This is an optimization exercise on Yosys and OpenROAD, whose aim is small area and a short achievable clock period, not a production implementation.
At most, simulation tests tie the RTL to the original design; equivalence was not proved.
Power is estimated from default activity; no workload was simulated.

==> flow/design.v (excerpt) <==
module iitb_proc (clk, reset, i_mem_addr, i_mem_data, reg1, reg2, reg3, reg4, reg5, reg6, reg7);
input clk, reset;
output [15:0] i_mem_addr;
input [15:0] i_mem_data;
output [15:0] reg1, reg2, reg3, reg4, reg5, reg6, reg7;
reg         first;               
reg  [15:0] irf, pc_f;           
reg         irf_hold, irf_rab;   
reg  [4:0]  d_op;                
reg  [2:0]  d_ra, d_rc;
reg  [8:0]  d_imm;               
reg         d_cimm;
reg  [15:0] pc_d;
reg  [15:0] rA_q, rB_q;
reg         ra_is0, rb_is0;
reg  [4:0]  e_op;                
reg  [2:0]  e_rc;
reg         e_alu, e_compl;
reg  [15:0] out_d1, out_d2, brj;    
reg         e_t0, e_t1;              
reg         sig1_q, sig2_q;
reg  [15:0] frm_q;
reg  [15:0] alu_q;               
reg  [7:0]  m_ehi, m_elo, m_ohi, m_olo;    
reg         m_a0;
reg         m_wr, m_wb, m_alu;
reg         m_selo, m_sele, m_sela;    
reg  [2:0]  m_rc;
reg         fc, fz;
reg  [1:0]  wbdis;
reg  [15:0] rd_data;             
reg         w_wb, w_alu;
reg  [2:0]  w_rc;
reg  [15:0] R0;
reg  [15:0] R1, R2, R3, R4, R5, R6, R7;
assign i_mem_addr = R0;
assign reg1 = R1; assign reg2 = R2; assign reg3 = R3; assign reg4 = R4;
assign reg5 = R5; assign reg6 = R6; assign reg7 = R7;
always @(posedge clk or posedge reset)
	if (reset) begin
		first <= 1'b1;
		irf <= 16'd0;
		irf_hold <= 1'b0;
		irf_rab <= 1'b0;
	end else begin
		first <= 1'b0;
		irf <= first ? 16'd0 : i_mem_data;
		irf_hold <= !first && (i_mem_data[15:12] == 4'b0010) && (i_mem_data[1:0] == 2'b11);
		irf_rab <= !first && ((i_mem_data[15:12] == 4'b0011) || (i_mem_data[15:12] == 4'b0100));
	end
always @(posedge clk)
	pc_f <= R0;
wire [3:0] opc = irf[15:12];
wire [2:0] fn = irf[2:0];
wire d_hold = irf_hold;
reg  [4:0] dn_op;
reg  [2:0] dn_ra, dn_rc;
reg        dn_cimm;
always @(*) begin
	dn_op = 5'd0;
	dn_ra = irf[11:9];
	dn_rc = irf[11:9];
	dn_cimm = 1'b0;
	case (opc)
	4'b0000: begin dn_op = 5'd0; dn_rc = irf[8:6]; dn_cimm = 1'b1; end
	4'b0001: begin
		dn_rc = irf[5:3];
		case (fn)
		3'b000: dn_op = 5'd1;
		3'b010: dn_op = 5'd2;
		3'b001: dn_op = 5'd3;
		3'b011: dn_op = 5'd4;
		3'b100: dn_op = 5'd5;
		3'b110: dn_op = 5'd6;
  ...
For scale: about 4800 cells after synthesis, ~1400 flip-flops, ~150 I/O pins, ~60000 µm² of cells after synthesis.
==> flow/config.mk <==
export PLATFORM = sky130hd
export DESIGN_NAME = iitb_proc
export DESIGN_NICKNAME = iitb_proc
export VERILOG_FILES = /design/flow/design.v
export SDC_FILE = /design/flow/constraint.sdc
export NUM_CORES = 4
export LEC_CHECK = 0
export ABC_CLOCK_PERIOD_IN_PS = 3500
export CAP_MARGIN = 20
export CORE_MARGIN = 2
export CORE_UTILIZATION = 40
export CTS_CLUSTER_DIAMETER = 80
export CTS_CLUSTER_SIZE = 20
export PLACE_DENSITY = 0.5
export SLEW_MARGIN = 20
==> flow/constraint.sdc <==
create_clock -name core_clock -period 10.0 [get_ports {clk}]
set_input_delay 2.0000 -clock core_clock [delete_from_list [all_inputs] [get_ports {clk}]]
set_output_delay 2.0000 -clock core_clock [all_outputs]
set_load 0.01 [all_outputs]
standard.sh (not shown) runs the stock make flow with config.mk's settings and CLKGATE_MAP_FILE= SYNTH_SCRIPT=/design/flow/synth_recipe.tcl, a recipe that flattens the netlist after the stock synthesis.
==> flow/flow/run.sh <==
#!/bin/bash
# Layout flow: the standard ORFS flow (standard synthesis unchanged), with
# timing repair aimed below the 10 ns period so that the achieved period is short,
# clock tree synthesis without dummy loads, and plain buffers on the ports.
set -euo pipefail
cd "$(dirname "$0")/.."
bash standard.sh SETUP_SLACK_MARGIN=6.7 \
  "CTS_ARGS=-sink_clustering_enable -repair_clock_nets -sink_clustering_size 20 -sink_clustering_max_diameter 80 -dont_use_dummy_load" \
  "BUFFER_PORTS_ARGS=-buffer_cell sky130_fd_sc_hd__buf_2" \
  finish > flow_orfs.log 2>&1
The first run finished clean.
==> next run, changes <==
Settings changed: CORE_UTILIZATION 40 to 30, PLACE_DENSITY 0.5 to 0.4.
Outcome: Hold slack gains 28 ps. Via count hardly moves. Design area grows by 2.3%. Total power grows by 2.0%. Area after synthesis stays the same. Setup slack loses 10 ps. Clock skew grows by 47 ps. Clock-buffer cell count grows by 7. Final cell count grows by about 10%.
==> next run, changes <==
--- a/flow/flow/run.sh
+++ b/flow/flow/run.sh
@@ -6,3 +6,3 @@
 cd "$(dirname "$0")/.."
-bash standard.sh SETUP_SLACK_MARGIN=6.7 \
+bash standard.sh SETUP_SLACK_MARGIN=6.9 \
   "CTS_ARGS=-sink_clustering_enable -repair_clock_nets -sink_clustering_size 20 -sink_clustering_max_diameter 80 -dont_use_dummy_load" \
Total power increases by 1.8%. Non-clock buffer count is higher by 109. Design area climbs by 2.9%. Die area does not change. Global-route usage barely changes. Worst setup slack improves by 29 ps.
Function was not checked in any run of this note: the RTL went through the layout flow alone.

iitb_proc, a different RTL version from the one above (not shown whole).
For scale: ~4700 cells after synthesis, ~1400 flip-flops, roughly 150 I/O pins, about 60000 sq um of cells after synthesis.
==> flow/design.v (excerpt) <==
module iitb_proc (clk, reset, i_mem_addr, i_mem_data, reg1, reg2, reg3, reg4, reg5, reg6, reg7);
input clk, reset;
output [15:0] i_mem_addr;
input [15:0] i_mem_data;
output [15:0] reg1, reg2, reg3, reg4, reg5, reg6, reg7;
reg         first;               
reg  [15:0] irf, pc_f;           
reg         irf_hold, irf_rab;   
reg  [2:0]  ra_sel, rb_sel;      
reg  [4:0]  d_op;                
reg  [2:0]  d_ra, d_rc;
reg  [8:0]  d_imm;               
reg         d_cimm;
reg  [15:0] pc_d;
reg  [15:0] rA_q, rB_q;
reg         ra_is0, rb_is0;
reg  [4:0]  e_op;                
reg  [2:0]  e_rc;
reg         e_alu, e_compl;
reg  [15:0] out_d1, out_d2, brj;    
reg         e_t0, e_t1;              
reg         sig1_q, sig2_q;
reg  [15:0] frm_q;
reg  [15:0] alu_q;               
reg  [7:0]  m_ehi, m_elo, m_ohi, m_olo;    
reg         m_a0;
reg         m_wr, m_wb, m_alu;
reg         m_selo, m_sele, m_sela;    
reg  [2:0]  m_rc;
reg         fc, fz;
reg  [1:0]  wbdis;
reg  [15:0] rd_data;             
reg         w_wb, w_alu;
reg  [2:0]  w_rc;
reg  [15:0] R0;
reg  [15:0] R1, R2, R3, R4, R5, R6, R7;
assign i_mem_addr = R0;
assign reg1 = R1; assign reg2 = R2; assign reg3 = R3; assign reg4 = R4;
  ...
Settings: LEC_CHECK=0, ABC_CLOCK_PERIOD_IN_PS=3500, CAP_MARGIN=20, CORE_MARGIN=2, CORE_UTILIZATION=30, CTS_CLUSTER_DIAMETER=80, CTS_CLUSTER_SIZE=20, PLACE_DENSITY=0.4, SLEW_MARGIN=20; clock period 10.0 ns.
==> flow/flow/run.sh <==
#!/bin/bash
# Layout flow: the standard ORFS flow (standard synthesis unchanged), with
# timing repair aimed below the 10 ns period so that the achieved period is short,
# clock tree synthesis without dummy loads, and plain buffers on the ports.
set -euo pipefail
cd "$(dirname "$0")/.."
bash standard.sh SETUP_SLACK_MARGIN=6.9 \
  "CTS_ARGS=-sink_clustering_enable -repair_clock_nets -sink_clustering_size 20 -sink_clustering_max_diameter 80 -dont_use_dummy_load" \
  "BUFFER_PORTS_ARGS=-buffer_cell sky130_fd_sc_hd__buf_2" \
  finish > flow_orfs.log 2>&1
==> next run, changes <==
--- a/flow/flow/run.sh
+++ b/flow/flow/run.sh
@@ -7 +7 @@
-bash standard.sh SETUP_SLACK_MARGIN=6.9 \
+bash standard.sh SETUP_SLACK_MARGIN=6.5 \
=> The changed run ran to the end with no violations. Sequential share of layout area rose by 2.2 points. Power fell by 2.6%. First-iteration DRC count fell by 7.5%. Global-route usage fell by 0.30 points.
No functional check of the RTL was part of any run of this note.

Another version of the RTL of iitb_proc (not shown whole).
Size in the first run: roughly 1,400 flip-flops, roughly 150 I/O pins, about 0.060 mm^2 of cells after synthesis.
==> flow/config.mk <==
export PLATFORM = sky130hd
export DESIGN_NAME = iitb_proc
export DESIGN_NICKNAME = iitb_proc
export VERILOG_FILES = /design/flow/design.v
export SDC_FILE = /design/flow/constraint.sdc
export NUM_CORES = 4
export LEC_CHECK = 0
export ABC_CLOCK_PERIOD_IN_PS = 3500
export CAP_MARGIN = 20
export CORE_MARGIN = 2
export CORE_UTILIZATION = 40
export CTS_CLUSTER_DIAMETER = 80
export CTS_CLUSTER_SIZE = 20
export PLACE_DENSITY = 0.5
export SLEW_MARGIN = 20
==> flow/constraint.sdc <==
create_clock -name core_clock -period 10.0 [get_ports {clk}]
set_input_delay 2.0000 -clock core_clock [delete_from_list [all_inputs] [get_ports {clk}]]
set_output_delay 2.0000 -clock core_clock [all_outputs]
set_load 0.01 [all_outputs]
==> flow/flow/run.sh <==
#!/bin/bash
# Layout flow: the standard ORFS flow (standard synthesis unchanged), with
# timing repair aimed below the 10 ns period so that the achieved period is short,
# clock tree synthesis without dummy loads, and plain buffers on the ports.
set -euo pipefail
cd "$(dirname "$0")/.."
bash standard.sh SETUP_SLACK_MARGIN=6.7 \
  "CTS_ARGS=-sink_clustering_enable -repair_clock_nets -sink_clustering_size 20 -sink_clustering_max_diameter 80 -dont_use_dummy_load" \
  "BUFFER_PORTS_ARGS=-buffer_cell sky130_fd_sc_hd__buf_2" \
  finish > flow_orfs.log 2>&1
The first run finished clean.
Change:
--- a/flow/config.mk
+++ b/flow/config.mk
@@ -9,7 +9,7 @@
 export CAP_MARGIN = 20
 export CORE_MARGIN = 2
-export CORE_UTILIZATION = 40
+export CORE_UTILIZATION = 30
 export CTS_CLUSTER_DIAMETER = 80
 export CTS_CLUSTER_SIZE = 20
-export PLACE_DENSITY = 0.5
+export PLACE_DENSITY = 0.4
 export SLEW_MARGIN = 20
The new run finished clean. Synthesized area is unchanged. Maximum frequency falls by 0.91%. Worst setup slack got worse by 0.031 ns. Utilization is lower by 10 points. Total power grows by 2.0%. Combinational power increases by about 2%. Cell count increases by 10%. Synthesized cell count is unchanged.

iitb_proc again, from the RTL that the note above started with.
export LEC_CHECK = 0
export ABC_CLOCK_PERIOD_IN_PS = 3500
export CAP_MARGIN = 20
export CORE_MARGIN = 2
export CORE_UTILIZATION = 52
export CTS_CLUSTER_DIAMETER = 80
export CTS_CLUSTER_SIZE = 20
export PLACE_DENSITY = 0.62
export SLEW_MARGIN = 20
create_clock -name core_clock -period 10.0 [get_ports {clk}]
Scripts as last shown in full above: flow/flow/run.sh
==> next run, changes <==
CORE_UTILIZATION = 45   (was 52)
PLACE_DENSITY = 0.55   (was 0.62)
- The changed run completed without violations
- total power is about the same
- worst hold slack gets worse by 0.018 ns
- combinational power came out lower by about 4%
- synthesized cell count is unchanged
- setup slack gets worse by 0.045 ns
- die area came out higher by 15%
- critical path depth does not change
==> next run, changes <==
--- a/flow/flow/run.sh
+++ b/flow/flow/run.sh
@@ -7,3 +7,3 @@
 bash standard.sh SETUP_SLACK_MARGIN=6.7 \
-  "CTS_ARGS=-sink_clustering_enable -repair_clock_nets -sink_clustering_size 20 -sink_clustering_max_diameter 80 -dont_use_dummy_load" \
+  "CTS_ARGS=-sink_clustering_enable -repair_clock_nets -sink_clustering_size 24 -sink_clustering_max_diameter 70 -dont_use_dummy_load" \
   "BUFFER_PORTS_ARGS=-buffer_cell sky130_fd_sc_hd__buf_2" \
What happened: Setup slack gets worse by 0.031 ns; wire length goes up by about 0.4%; sequential share of layout area goes down by 0.22 points; via count goes up by about 0.6%; total power goes up by about 0.56%; critical path depth does not change; final area goes up by 0.32%; global-route usage hardly moves; final cell count stays flat; die area stays the same.
==> next run, changes <==
--- a/flow/flow/run.sh
+++ b/flow/flow/run.sh
@@ -6,4 +6,4 @@
 cd "$(dirname "$0")/.."
-bash standard.sh SETUP_SLACK_MARGIN=6.7 \
-  "CTS_ARGS=-sink_clustering_enable -repair_clock_nets -sink_clustering_size 24 -sink_clustering_max_diameter 70 -dont_use_dummy_load" \
+bash standard.sh SETUP_SLACK_MARGIN=6.9 \
+  "CTS_ARGS=-sink_clustering_enable -repair_clock_nets -sink_clustering_size 20 -sink_clustering_max_diameter 80 -dont_use_dummy_load" \
   "BUFFER_PORTS_ARGS=-buffer_cell sky130_fd_sc_hd__buf_2" \
Setup slack improves by 0.015 ns.
Combinational power came out higher by about 3%.
Clock-buffer cell count shrinks by 1.
Die area is unchanged.
Clock power barely changes.
Cell area goes up by 3.3%.
Synthesized cell count is unchanged.
Critical path depth came out lower by 1.
Maximum frequency increases by 0.44%.
Area after synthesis stays the same.

-- separate check: timing with driven ports --
How much do the figures lean on ideal ports? The routed layouts below were timed once more, with nothing changed but the port constraints. Step 1: set_driving_cell puts a clkbuf_16 on clk and a buf_2 on each other input, an assumption about the parent block. Step 2 moves the port delays by t, midway between the first and last clock arrival at a register: inputs arrive t later, outputs are due t later. That takes back most of the time a late clock gives input paths. a / b / c = ideal ports / drivers / drivers and shift; a / b = the first two.
run	t (ns)	slack for setup (ns)	worst hold slack (ns)	worst setup path after step 2	cell pins on the clock port's net
the first run of note 1	0.762	6.675 / 6.655 / 6.392	0.298 / 0.298 / 0.298	input to register	1
the second run of note 1	0.797	6.665 / 6.574 / 6.425	0.326 / 0.326 / 0.326	input to register	1
the third run of note 1	0.794	6.694 / 6.613 / 6.379	0.324 / 0.324 / 0.324	input to register	1
the first run of note 2	0.811	6.639 / 6.547 / 6.362	0.325 / 0.325 / 0.325	input to register	1
the second run of note 2	0.797	6.548 / 6.474 / 6.407	0.309 / 0.309 / 0.309	input to register	1
the first run of note 3	0.772	6.676 / 6.630 / 6.374	0.323 / 0.323 / 0.323	input to register	1
the second run of note 3	0.782	6.645 / 6.595 / 6.431	0.328 / 0.328 / 0.328	input to register	1
the first run of note 4	0.734	6.682 / 6.606 / 6.427	0.323 / 0.323 / 0.323	input to register	1
the second run of note 4	0.760	6.637 / 6.557 / 6.403	0.305 / 0.305 / 0.305	input to register	1
the third run of note 4	0.768	6.607 / 6.531 / 6.375	0.324 / 0.324 / 0.324	input to register	1
the fourth run of note 4	0.758	6.622 / 6.543 / 6.481	0.321 / 0.321 / 0.321	input to register	1
After both steps every run listed still meets setup and hold. For the third run of note 1, which loses most, drivers alone change the setup slack by -0.081 ns; drivers and shift together by -0.315 ns.
